Context: an optimization exercise on an open-source flow, tuned for small area, a short achievable clock period and few clock cycles per item. The choices shown serve that exercise and are no tape-out recipe.
No functional check of the RTL was part of this run.
No activity file was given, so power comes from the tool's default toggle rates.

==> design/flow/run.sh <==
#!/bin/bash
# synth_recipe.tcl (not shown) runs the flow's synth.tcl, then flattens the netlist and writes it again
# the make line also repeats each setting of config.mk as NAME=value (left out here)
make -C /OpenROAD-flow-scripts/flow DESIGN_CONFIG=/design/flow/config.mk WORK_HOME=/design/flow/orfs CLKGATE_MAP_FILE= SYNTH_SCRIPT=/design/flow/synth_recipe.tcl finish
==> design/flow/config.mk <==
export PLATFORM = sky130hd
export DESIGN_NAME = lfgm_top
export DESIGN_NICKNAME = lfgm_top
export VERILOG_FILES = /design/flow/design.v
export SDC_FILE = /design/flow/constraint.sdc
export NUM_CORES = 4
export LEC_CHECK = 0
export CAP_MARGIN = 20
export CORE_MARGIN = 2
export CORE_UTILIZATION = 25
export PLACE_DENSITY = 0.35
export SLEW_MARGIN = 20
==> design/flow/constraint.sdc <==
create_clock -name core_clock -period 10.0 [get_ports {clk}]
set_input_delay 2.0000 -clock core_clock [delete_from_list [all_inputs] [get_ports {clk}]]
set_output_delay 2.0000 -clock core_clock [all_outputs]
set_load 0.01 [all_outputs]
==> design/flow/design.v <==
module lfgm_jdg (
  input wire    [2:0]         up,
  input wire    [2:0]         mid,
  input wire    [2:0]         dn,
  output wire                 nxt_gen_cell
);
  logic         [3:0]         alive_cnt;
  assign alive_cnt    = up[0] + up[1] + up[2] + mid[0] + mid[2] + dn[0] + dn[1] + dn[2];
  assign nxt_gen_cell = (alive_cnt == 4'd3) || (mid[1] && (alive_cnt == 4'd2));
endmodule
module lfgm_gen_ln #(
  parameter                   GP_COLS                       = 40
)(
  input wire    [GP_COLS-1:0] up,
  input wire    [GP_COLS-1:0] mid,
  input wire    [GP_COLS-1:0] dn,
  output wire   [GP_COLS-1:0] nxt
);
  logic         [GP_COLS+1:0] w_up, w_mid, w_dn;
  assign w_up  = {1'b0, up,  1'b0};
  assign w_mid = {1'b0, mid, 1'b0};
  assign w_dn  = {1'b0, dn,  1'b0};
  genvar i;
  generate
    for(i = 0; i < GP_COLS; i = i + 1) begin: jdg_block
      lfgm_jdg lfgm_jdg_inst (
        .up           ( w_up [i+2:i] ),
        .mid          ( w_mid[i+2:i] ),
        .dn           ( w_dn [i+2:i] ),
        .nxt_gen_cell ( nxt[i] )
      );
    end
  endgenerate
endmodule
module lfgm_ctrl (
  input wire                  clk,
  input wire                  rst_n,
  input wire                  start_trg,
  output wire                 step,                                                        
  output wire                 phase,                                                       
  output wire                 busy
);
  logic                       busy_q;
  always_ff @( posedge clk, negedge rst_n ) begin
    if(~rst_n)
                              busy_q                        <= 1'b0;
    else
                              busy_q                        <= ~busy_q & start_trg;
  end
  assign                      step                          = busy_q | start_trg;
  assign                      phase                         = busy_q;
  assign                      busy                          = busy_q;
endmodule
module lfgm_cram #(
  parameter                   GP_COLS                       = 40,
  parameter                   GP_ROWS                       = 30
)(
  input wire                  clock,
  input wire                  rst_n,
  input wire                  step,
  input wire    [GP_COLS*GP_ROWS/2-1:0] new_rows,                                       
  output wire   [GP_COLS*GP_ROWS-1:0] slots,                                            
  input wire                  ld_we,
  input wire    [4:0]         ld_row,
  input wire    [GP_COLS-1:0] ld_data,
  input wire    [4:0]         rd_row,
  output reg    [GP_COLS-1:0] rd_data
);
  localparam                  LP_HALF                       = GP_ROWS / 2;
  logic         [GP_COLS-1:0] mem [0:GP_ROWS-1];
  genvar i;
  generate
    for(i = 0; i < GP_ROWS; i = i + 1) begin: word
      always_ff @( posedge clock, negedge rst_n ) begin
        if(~rst_n)
                              mem[i]                        <= '0;
        else if(ld_we && (ld_row == i + 1))
                              mem[i]                        <= ld_data;
        else if(step)
                              mem[i]                        <= (i < LP_HALF) ? mem[(i + LP_HALF) % GP_ROWS] : new_rows[((i + LP_HALF) % LP_HALF)*GP_COLS +: GP_COLS];
        else
                              mem[i]                        <= mem[i];
      end
      assign                  slots[i*GP_COLS +: GP_COLS]   = mem[i];
    end
  endgenerate
  always_ff @( posedge clock ) begin
    if((rd_row >= 5'd1) && (rd_row <= GP_ROWS))
                              rd_data                       <= mem[rd_row - 5'd1];
    else
                              rd_data                       <= '0;
  end
endmodule
module lfgm_top (
  input wire                  clk,
  input wire                  rst_n,
  input wire                  start,                                                       
  output wire                 busy,
  input wire                  ld_we,
  input wire    [4:0]         ld_row,
  input wire    [39:0]        ld_data,
  input wire    [4:0]         rd_row,
  output wire   [39:0]        rd_data
);
  localparam                  LP_COLS                       = 40;
  localparam                  LP_ROWS                       = 30;
  localparam                  LP_HALF                       = LP_ROWS / 2;
  logic                       step;
  logic                       phase;
  logic         [LP_COLS*LP_ROWS-1:0] slots;
  logic         [LP_COLS*LP_HALF-1:0] new_rows;
  logic         [LP_COLS-1:0] bnd;                                                         
  lfgm_ctrl lfgm_ctrl_inst (
    .clk        ( clk ),
    .rst_n      ( rst_n ),
    .start_trg  ( start ),
    .step       ( step ),
    .phase      ( phase ),
    .busy       ( busy )
  );
  lfgm_cram #(.GP_COLS(LP_COLS), .GP_ROWS(LP_ROWS))
    cell_ram (
    .clock      ( clk ),
    .rst_n      ( rst_n ),
    .step       ( step ),
    .new_rows   ( new_rows ),
    .slots      ( slots ),
    .ld_we      ( ld_we ),
    .ld_row     ( ld_row ),
    .ld_data    ( ld_data ),
    .rd_row     ( rd_row ),
    .rd_data    ( rd_data )
  );
  always_ff @( posedge clk ) begin
    bnd <= slots[(LP_HALF-1)*LP_COLS +: LP_COLS];
  end
  genvar j;
  generate
    for(j = 0; j < LP_HALF; j = j + 1) begin: row
      logic [LP_COLS-1:0] up, dn;
      if(j == 0)
        assign up = phase ? bnd : '0;
      else
        assign up = slots[(j-1)*LP_COLS +: LP_COLS];
      if(j == LP_HALF-1)
        assign dn = phase ? '0 : slots[LP_HALF*LP_COLS +: LP_COLS];
      else
        assign dn = slots[(j+1)*LP_COLS +: LP_COLS];
      lfgm_gen_ln #(.GP_COLS(LP_COLS))
        lfgm_gen_ln_inst (
        .up   ( up ),
        .mid  ( slots[j*LP_COLS +: LP_COLS] ),
        .dn   ( dn ),
        .nxt  ( new_rows[j*LP_COLS +: LP_COLS] )
      );
    end
  endgenerate
endmodule
==> results.json <==
{
  "post_cts_hold_buffer_count": 0,
  "tritoncts": "yes",
  "worstMarginPinSlew_ns": 1.31,
  "hold_start": "cell_ram.mem[27][3]",
  "maximum_number_of_pins_on_one_net_before_global_route_repair": 143,
  "maxClockFrequency_mhz": 187,
  "synth-simple-area-share_pct": 11.4,
  "hold_end": "cell_ram.mem[12][3]",
  "cts_buf_count": 201,
  "power.density_mw_per_mm2": 383,
  "post_drt_wl_per_cell_um": 27.2,
  "synth_fa_ha_area_share_pct": 41.8,
  "nNetsFinal": 22300,
  "netlist_top_cells_area": "fa_1 (28%), dfrtp_1 (18%), ha_1 (13%), inv_1 (10%), a21oi_1 (4.9%)",
  "synth_compound_area_share_pct": 12.6,
  "grt_pass1_wl_um": 1050000,
  "timing.reg2reg.setup_slack_ns": 5.13,
  "drt.antenna.violating_nets": 0,
  "yosysWarningCount": 4,
  "syn_area_per_cell_sq_um": 8.84,
  "arrival_ns": 3.34,
  "detailedRoute.firstIterationViolations": 10500,
  "dpl.hpwl_um": 548000,
  "finalHoldWorstSlack_ns": 0.554,
  "die_y_um": 811,
  "timing.hold.worst.class": "register to register",
  "worstReg2RegStart": "lfgm_ctrl_inst.busy_q",
  "run_status": "timing/DRC/antenna clean",
  "xor_and_xnor_area_share_after_synthesis_pct": 0.381,
  "r2r_end": "cell_ram.mem[29][35]",
  "crit_type": "register to output pin",
  "syn-num-nets": 22600,
  "residual_overflow_from_global_routing": 0,
  "yosys.area.top_type": "fa_1",
  "clk_sinks": 1281,
  "total_power_w": 0.0694,
  "r2r.worst_path.cells": 13,
  "drt-pass1-iter-count": 6,
  "placeableCoreArea_sq_mm": 0.650,
  "timing.final.crit_period_ns": 5.34,
  "min_period_over_period_pct": 53.4,
  "rows": 296,
  "synth_top_cell_area_share_pct": 28.3,
  "synth-async-reset-ratio_pct": 93.8,
  "grtUsageTotal_pct": 22.2,
  "post-cts-setup-buffers": 0,
  "antenna_violations_before_repair": 56,
  "syn-cell-area_sq_mm": 0.163,
  "rsz0062_at_grt": "false",
  "port_buffers": 94,
  "first_global_vias": 132000,
  "mux_share_of_post_synthesis_cell_area_pct": 2.26,
  "clock_root_cell": "clkbuf_16",
  "area_growth_pct": 11.0,
  "ff_latch_count_synth": 1281,
  "initial_utilization_pct": 25.1,
  "critPathCaptureType": "output pin",
  "fraction_of_layout_cells_with_a_size_suffix_above_1_pct": 3.80,
  "synth-main-ff-cell": "dfrtp_1",
  "synth_seq_area_share_pct": 19.4,
  "die_width_um": 811,
  "number_of_synthesized_flops_with_an_enable_pin": 0,
  "setup_total_negative_slack_ns": 0,
  "via_to_cell_ratio": 4.84,
  "most_common_cell_after_layout_fill_and_taps_aside": "inv_1",
  "synthCells": 18400,
  "hold_path_depth": 2,
  "slew_headroom_pct": 13.0,
  "layout.cells.most_common_list": "inv_1 (4,414), fa_1 (2,304), ha_1 (1,756), nor2_1 (1,730), a21oi_1 (1,581)",
  "timing.clock.skew_ns": 0.0649,
  "timing.critical_path.fanout_max": 25,
  "final-max-slew-violation-count": 0,
  "clock_insertion_delay_worst_skew_ns": 0.98,
  "number_of_endpoints_with_negative_hold_slack_in_the_final_report": 0,
  "cp.required_ns": 8.00,
  "vdd_ir_drop_max_uv": 159,
  "maxCapViolCount": 0,
  "dominant_combinational_cell_family_by_area_after_synthesis": "adder cells",
  "ioPinCount": 95,
  "route.vias.total": 131000,
  "setup.worst_path.start_class": "register",
  "cts_max_level": 4,
  "gp_congestion": 0.850,
  "yosys.cell_types.count": 70,
  "total_detailed_routing_wirelength_um": 735000,
  "number_of_gates_resized_after_cts": 0,
  "worst_setup_hold_path_clk_slew_ns": 0.07,
  "design.die.area_sq_mm": 0.659,
  "total_leakage_power_nw": 88.1,
  "remaining_drc_errors": 0,
  "setup_violations": 0,
  "clockBufferDepth": 4
}
==> routing by layer <==
layer	vias up	track usage, %	wire length (um)
met3	770	2.63	35400
met4	8	6.14	24100
li1	59400	-	-
met1	67300	31.3	342000
met5	-	0	53
met2	3414	35.7	333000
==> area by class of cell <==
type                       count  area [sq um]
clock buffer                 305          6050
sequential                  1281         31700
tap                         8642         10800
antenna                       29          72.6
multi-input combinational  12000        112000
inverter                    4414         16600
timing repair buffer         319          2920
clock inverter                68           908
fill                       69400        469000
==> cells by family after synthesis <==
family,after synthesis
adder cells (fa/ha/maj),4060
flip-flops,1281
AO/OA/AOI/OAI,3373
XOR/XNOR,71
multiplexers,366
AND/OR/NAND/NOR,4126
buffers and inverters,5166
==> how the worst max path moves through the flow <==
stage / startpoint / endpoint / slack (ns) / cells after the start
floorplan: lfgm_ctrl_inst.busy_q / cell_ram.mem[15][38] / 6.11 / 15
global placement: rd_row[1] / cell_ram.rd_data[27] / 4.21 / 8
detailed placement: rd_row[1] / cell_ram.rd_data[27] / 4.14 / 8
CTS: lfgm_ctrl_inst.busy_q / busy / 4.47 / 3
global route: lfgm_ctrl_inst.busy_q / busy / 4.51 / 3
finish: lfgm_ctrl_inst.busy_q / busy / 4.66 / 3
==> flip-flops by register name, indices dropped and copies added, names as in the netlist <==
signal                 flops
lfgm_ctrl_inst.busy_q      1
bnd                       40
cell_ram.rd_data          40
cell_ram.mem            1200
==> where the power goes <==
group	switching [W]	internal [W]
clock	0.00329	0.00460
combinational	0.0277	0.0208
sequential	0.00577	0.00718
==> critical path, stage by stage (launching register included) <==
cell and delay (ns):
dfrtp_4 0.82, buf_4 0.54, buf_4 0.39, clkdlybuf4s50_1 0.61
==> synth_stat cells, drive strengths merged (5+ instances only) <==
| library cell | number |
|---|---|
| nand2b | 48 |
| ha | 1756 |
| a21oi | 1582 |
| o21ai | 399 |
| a31oi | 467 |
| a22oi | 311 |
| a2111oi | 349 |
| nor4 | 582 |
| and2 | 9 |
| dfrtp | 1201 |
| a22o | 101 |
| mux2i | 364 |
| fa | 2304 |
| a221oi | 103 |
| nor2 | 1769 |
| or2 | 37 |
| nand4 | 72 |
| o2111ai | 5 |
| xor2 | 71 |
| dfxtp | 80 |
| nand2 | 1220 |
| nor4b | 30 |
| buf | 210 |
| nor3 | 22 |
| nand3b | 7 |
| inv | 4414 |
| o221a | 20 |
| nand3 | 34 |
| clkbuf | 542 |
| nor2b | 233 |
| a222oi | 14 |
| and3 | 44 |
==> through the flow <==
step | utilization (%) | worst slack (ns) | area, sq um | cells
floorplan | - | 6.11 | 163000 | 18400
global placement | 26.8 | 4.21 | 174000 | 26600
detailed placement | 26.8 | 4.14 | 174000 | 26700
CTS | 27.8 | 4.47 | 181000 | 27000
global route | 27.8 | 4.51 | 181000 | 27000
finish | 27.9 | 4.66 | 181000 | 27100

## port drivers added, routing unchanged
In the flow no input, the clock included, has a driving cell. The finished layout below was timed again as built, in two steps.
Step 1: set_driving_cell puts a clkbuf_16 on clk and a buf_2 on each other input, an assumption about the parent block.
Step 2 adds t to the input delays and takes it off the output delays; t is the mean of the earliest and latest rising clock arrival at the registers after step 1. Input paths then give back, and output paths get back, about the clock's delay inside the block.
a / b / c = ideal / step 1 / step 2; a / b = the first two.
shift t [ns]: 1.064
setup WS [ns]: 4.661 / 4.538 / 3.697
worst setup path after step 2: input to register
clock arrival spread, ns: 0.080 / 0.080
slew at the worst register clock pin (ns): 0.07 / 0.07
After both steps this run still meets setup and hold. The setup slack of this run moves by -0.123 ns with the drivers and by -0.964 ns with both steps.
